This design comes from an exercise in tuning for small area and a short achievable clock period on the open sky130 flow, not from production work.
Function was checked by simulation only, so behaviour that the tests miss may differ from the original.
No activity file was given, so power comes from the tool's default toggle rates.

old:
==> flow/design.v <==
`default_nettype none
module rate_divider(
    input  logic clk,
    input  logic rst,
    input  logic speed_up,
    input  logic speed_down,
    input  logic speed_reset,
    output logic newclock
);
localparam logic [15:0] SAT = 16'hFFFF;
logic [15:0] mA, mP;
logic [31:0] d;
logic        rc;
logic [15:0] WA, WP;
function automatic logic gt16(input logic [15:0] a, input logic [15:0] c);
    logic g;
    g = 1'b0;
    for (int i = 0; i < 16; i++) g = c[i] ? (a[i] & g) : (a[i] | g);
    gt16 = g;
endfunction
function automatic logic gt17(input logic [16:0] a, input logic [16:0] c);
    logic g;
    g = 1'b0;
    for (int i = 0; i < 17; i++) g = c[i] ? (a[i] & g) : (a[i] | g);
    gt17 = g;
endfunction
logic [15:0] mP_inc, mP_dec;
logic [16:0] ci, cd;
always_comb begin
    ci[0] = 1'b1;
    cd[0] = 1'b1;
    for (int i = 0; i < 16; i++) begin
        mP_inc[i] = mP[i] ^ ci[i];
        mP_dec[i] = mP[i] ^ cd[i];
        ci[i+1] = ci[i] & mP[i];
        cd[i+1] = cd[i] & ~mP[i];
    end
end
logic [15:0] mA_n;
always_comb
    if (speed_reset)     mA_n = 16'd22;
    else if (speed_up)   mA_n = mP_inc;
    else if (speed_down) mA_n = mP_dec;
    else                 mA_n = mP;
logic [31:0] e;
logic [32:0] ce;
always_comb begin
    ce[0] = 1'b1;
    for (int i = 0; i < 32; i++) begin
        e[i] = d[i] ^ ce[i];
        ce[i+1] = ce[i] & d[i];
    end
end
wire dmax = ce[32];
wire ebig = |e[31:16];
wire [15:0] VA_s;
wire        VA_c;
rca #(16) addVA (.a(WA), .b(mA), .ci(1'b0), .s(VA_s), .co(VA_c));
wire [16:0] VA = {VA_c, VA_s};                           
wire        mA_gt25k = gt16(mA, 16'd25000);
wire        mA_gt50k = gt16(mA, 16'd50000);
wire        mP_gt50k = gt16(mP, 16'd50000);
wire        E1 = dmax ? mA_gt25k
                      : (~mA_gt50k & ~ebig & ~gt16(WA, 16'd25000) & gt17(VA, 17'd25000));
wire        E2 = dmax | (~mA_gt50k & (ebig | gt17(VA, 17'd50000)));
wire [15:0] B_s;
wire        B_c;
rca #(16) addB (.a(WP), .b(mP), .ci(1'b0), .s(B_s), .co(B_c));
wire [16:0] B = {B_c, B_s};                              
wire [16:0] Gp_s, Gm_s;
wire        Gp_c, Gm_c;
rca #(17) addGp (.a(B), .b({1'b0, e[15:0]}), .ci(1'b1), .s(Gp_s), .co(Gp_c));   
rca #(17) addGm (.a(B), .b({1'b1, ~e[15:0]}), .ci(1'b0), .s(Gm_s), .co(Gm_c));   
logic [12:0] x;
logic [12:0] cx;
always_comb begin
    cx[0] = 1'b1;
    for (int i = 0; i < 12; i++) begin
        x[i] = e[i] ^ cx[i];
        cx[i+1] = cx[i] & e[i];
    end
    x[12] = cx[12];
end
wire [13:0] x3_s;
wire        x3_c;
rca #(14) add3x (.a({1'b0, x}), .b({x, 1'b0}), .ci(1'b0), .s(x3_s), .co(x3_c));
wire [12:0] x11_s;
wire        x11_c;
rca #(13) add11x (.a({x3_c, x3_s[13:3]}), .b(x), .ci(1'b0), .s(x11_s), .co(x11_c));
wire [16:0] x11 = {x11_c, x11_s, x3_s[2:0]};             
logic [15:0] WA_n;
always_comb
    if (rc)                   WA_n = mA_n[15] ? SAT : {mA_n[14:0], 1'b0};
    else if (speed_reset)     WA_n = ((|e[31:12]) | x11[16] | x11[15]) ? SAT : {x11[14:0], 1'b0};
    else if (mP_gt50k | ebig) WA_n = SAT;
    else if (speed_up)        WA_n = (Gp_c | Gp_s[16]) ? SAT : Gp_s[15:0];
    else if (speed_down)      WA_n = Gm_s[16] ? SAT : Gm_s[15:0];
    else                      WA_n = B_c ? SAT : B_s;
always_ff @(posedge clk, posedge rst)
    if (rst) begin
        mA <= 16'd22;
        mP <= 16'd22;
        d  <= 32'd0;
        rc <= 1'b0;
        newclock <= 1'b0;
        WA <= 16'd22;
        WP <= 16'd22;
    end else begin
        mA <= mA_n;
        mP <= mA;
        d  <= rc ? 32'd1 : e;
        WA <= WA_n;
        WP <= rc ? (mA[15] ? SAT : {mA[14:0], 1'b0}) : (VA_c ? SAT : VA_s);
        if (E1) begin
            newclock <= 1'b1;
            rc <= 1'b0;
        end else if (E2) begin
            newclock <= 1'b0;
            rc <= 1'b1;
        end else begin
            rc <= 1'b0;
        end
    end
endmodule
module rca #(parameter int N = 8) (
    input  logic [N-1:0] a,
    input  logic [N-1:0] b,
    input  logic         ci,
    output logic [N-1:0] s,
    output logic         co
);
logic [N:0] c;
assign c[0] = ci;
for (genvar i = 0; i < N; i++) begin : g_bit
    assign s[i]   = a[i] ^ b[i] ^ c[i];
    assign c[i+1] = (a[i] & b[i]) | (c[i] & (a[i] ^ b[i]));
end
assign co = c[N];
endmodule
module address_gen(
    input  logic        clk,
    input  logic        rst,
    input  logic        en,
    input  logic [7:0]  kbd,
    output logic        idle,
    output logic [22:0] addr
);
localparam logic [1:0] idleFW = 2'b00, idleBW = 2'b01, FW = 2'b10, BW = 2'b11;
logic [1:0]  state;
logic [22:0] nextaddr;
wire D = (kbd == 8'h44) | (kbd == 8'h64);
wire E = (kbd == 8'h45) | (kbd == 8'h65);
wire B = (kbd == 8'h42) | (kbd == 8'h62);
wire F = (kbd == 8'h46) | (kbd == 8'h66);
wire R = (kbd == 8'h52) | (kbd == 8'h72);
wire wrapF = addr == 23'h7ffff;
wire wrapB = addr == 23'd0;
assign idle = state[1];
logic [1:0] state_n;
logic       clear, top, step, down;
always_comb begin
    state_n = state;
    clear = 1'b0; top = 1'b0; step = 1'b0; down = 1'b0;
    case (state)
    idleFW:
        if (R)      clear = 1'b1;
        else if (B) state_n = idleBW;
        else if (E) begin state_n = FW; step = 1'b1; end
    idleBW:
        if (R)      clear = 1'b1;
        else if (F) state_n = idleFW;
        else if (B) begin state_n = BW; step = 1'b1; end
    FW:
        if (wrapF | R) clear = 1'b1;
        else if (B) begin state_n = BW; step = 1'b1; down = 1'b1; end
        else if (D) state_n = idleFW;
        else        step = 1'b1;
    default:  
        if (wrapB | R) top = 1'b1;
        else if (F) begin state_n = FW; step = 1'b1; end
        else if (D) state_n = idleBW;
        else        begin step = 1'b1; down = 1'b1; end
    endcase
end
logic [22:0] flip_up, flip_dn;
always_comb begin
    flip_up[0] = 1'b1;
    flip_dn[0] = 1'b1;
    for (int i = 1; i < 23; i++) begin
        flip_up[i] = flip_up[i-1] & addr[i-1];
        flip_dn[i] = flip_dn[i-1] & ~addr[i-1];
    end
end
wire [22:0] next_n = clear ? 23'd0 :
                     top   ? 23'h7ffff :
                     addr ^ ((flip_up & {23{step & ~down}}) | (flip_dn & {23{step & down}}));
always_ff @(posedge clk, posedge rst)
    if (rst) begin
        state    <= idleFW;
        nextaddr <= 23'd0;
        addr     <= 23'd0;
    end else if (en) begin
        addr     <= nextaddr;
        nextaddr <= next_n;
        state    <= state_n;
    end
endmodule
module flash_fsm(
    input  logic        clk,
    input  logic        rst,
    input  logic        direction,
    input  logic [31:0] readdata,
    input  logic        readdatavalid,
    input  logic        idle,
    input  logic        newclock1,
    output logic [15:0] audiodata,
    output logic        flash_read,
    output logic [3:0]  flash_byteenable
);
localparam logic [2:0] START = 3'b110, READ = 3'b111, WAITREAD = 3'b100,
                       PLAY1 = 3'b000, PLAY2 = 3'b001;
logic [2:0] state;
always_ff @(posedge clk, posedge rst)
    if (rst) begin
        state     <= START;
        audiodata <= 16'b0;
    end else
        case (state)
        START:    if (idle) state <= READ;
        READ:     state <= WAITREAD;
        WAITREAD: if (readdatavalid) state <= PLAY1;
        PLAY1: begin
            audiodata <= direction ? readdata[31:16] : readdata[15:0];
            if (newclock1) state <= direction ? START : PLAY2;
        end
        PLAY2: begin
            audiodata <= direction ? readdata[15:0] : readdata[31:16];
            if (newclock1) state <= START;
        end
        default:  state <= START;
        endcase
assign flash_read       = state[2];
assign flash_byteenable = {4{state[1]}};
endmodule
`default_nettype wire
`default_nettype none
module ipod_player(
    input  logic        clk,
    input  logic        reset,
    input  logic [7:0]  kbd_ascii,
    input  logic        speed_up,
    input  logic        speed_down,
    input  logic        speed_reset,
    input  logic        direction,
    input  logic [31:0] flash_readdata,
    input  logic        flash_readdatavalid,
    output logic        flash_read,
    output logic [3:0]  flash_byteenable,
    output logic [22:0] flash_address,
    output logic [15:0] audio_data,
    output logic        sample_clk
);
logic newclock1;      
logic newclock1_q;    
logic edgeclock1;     
logic idle;
rate_divider div1 (
    .clk(clk), .rst(reset),
    .speed_up(speed_up), .speed_down(speed_down), .speed_reset(speed_reset),
    .newclock(newclock1)
);
always_ff @(posedge clk, posedge reset)
    if (reset) begin
        newclock1_q <= 1'b0;
        edgeclock1  <= 1'b0;
    end else begin
        newclock1_q <= newclock1;
        edgeclock1  <= newclock1_q;
    end
address_gen addressset (
    .clk(clk), .rst(reset),
    .en(newclock1 & ~newclock1_q),
    .kbd(kbd_ascii),
    .idle(idle),
    .addr(flash_address)
);
flash_fsm flash (
    .clk(clk), .rst(reset),
    .direction(direction),
    .readdata(flash_readdata),
    .readdatavalid(flash_readdatavalid),
    .idle(idle),
    .newclock1(edgeclock1),
    .audiodata(audio_data),
    .flash_read(flash_read),
    .flash_byteenable(flash_byteenable)
);
assign sample_clk = newclock1;
endmodule
`default_nettype wire
Settings: LEC_CHECK=0, CAP_MARGIN=20, CORE_MARGIN=2, CORE_UTILIZATION=40, SETUP_SLACK_MARGIN=5, SLEW_MARGIN=20; clock period 100.0 ns.
standard.sh (not shown) runs the stock make flow with config.mk's settings and CLKGATE_MAP_FILE= SYNTH_SCRIPT=/design/flow/synth_recipe.tcl, a recipe that flattens the netlist after the stock synthesis.
==> flow/flow/run.sh <==
#!/bin/bash
# The standard layout, with the port buffers made from the smallest
# buffer cell (buf_1) instead of the one buffer_ports picks by itself.
set -euo pipefail
export BUFFER_PORTS_ARGS="-buffer_cell sky130_fd_sc_hd__buf_1"
bash standard.sh finish > standard_flow.log 2>&1
For new, these inputs were changed with respect to old:
==> flow/run.sh (new file) <==
#!/bin/bash
# synth_recipe.tcl (not shown) runs the flow's synth.tcl, then flattens the netlist and writes it again
# the make line also repeats each setting of config.mk as NAME=value (left out here)
make -C /OpenROAD-flow-scripts/flow DESIGN_CONFIG=/design/flow/config.mk WORK_HOME=/design/flow/orfs CLKGATE_MAP_FILE= SYNTH_SCRIPT=/design/flow/synth_recipe.tcl finish
removed: flow/flow/run.sh
removed: flow/standard.sh
[summary]
- new — global-route wire length before repair about 2.4% higher, old as reference
- Going from old to new, clock-buffer cell count shrinks by 1.
- The cell area in new was higher than what old gave.
- The clock distribution area overhead in the final layout was comparable across old and new.
- Sequential power share delta for new relative to old: 1.6 points lower
- Going from old to new, clock network fraction of total power shrinks by 0.4 points.
- For worst hold slack, old and new come out practically identical.
- Taking old as the reference, in new slack of the worst reg-to-reg path grew by 40 ps; clock input transition at the sequential cells of the worst setup and hold paths held steady; routing usage on met1 grew by 0.64 points.
- Against old, new reports a worst setup margin that is lower.

what the ideal ports hide:
The results above use ideal ports. As a check the final layouts listed here were re-extracted and re-timed, cells and wires unchanged. Step 1 sets driving cells, clkbuf_16 on the clock port and buf_2 on the other inputs (assumed; they add their load-dependent delay and slew). Step 2 times the ports against the registers' clock, not the clock port: input delays grow and output delays shrink by t, the midpoint of the rising clock arrivals with the driver on. a / b / c = ideal ports / drivers / drivers and shift; a / b = the first two.
| run | t (ns) | setup slack, ns | hold slack, ns | worst register clock-pin slew, ns | worst slew at a driven data input, ns |
|---|---|---|---|---|---|
| old | 0.478 | 77.448 / 77.473 / 76.994 | 0.368 / 0.368 / 0.368 | 0.08 / 0.08 | 0.04 |
| new | 0.481 | 77.109 / 77.125 / 76.644 | 0.367 / 0.367 / 0.367 | 0.08 / 0.08 | 0.05 |
After both steps every run listed still meets setup and hold. For new, which loses most, drivers alone change the setup slack by +0.016 ns; drivers and shift together by -0.465 ns.
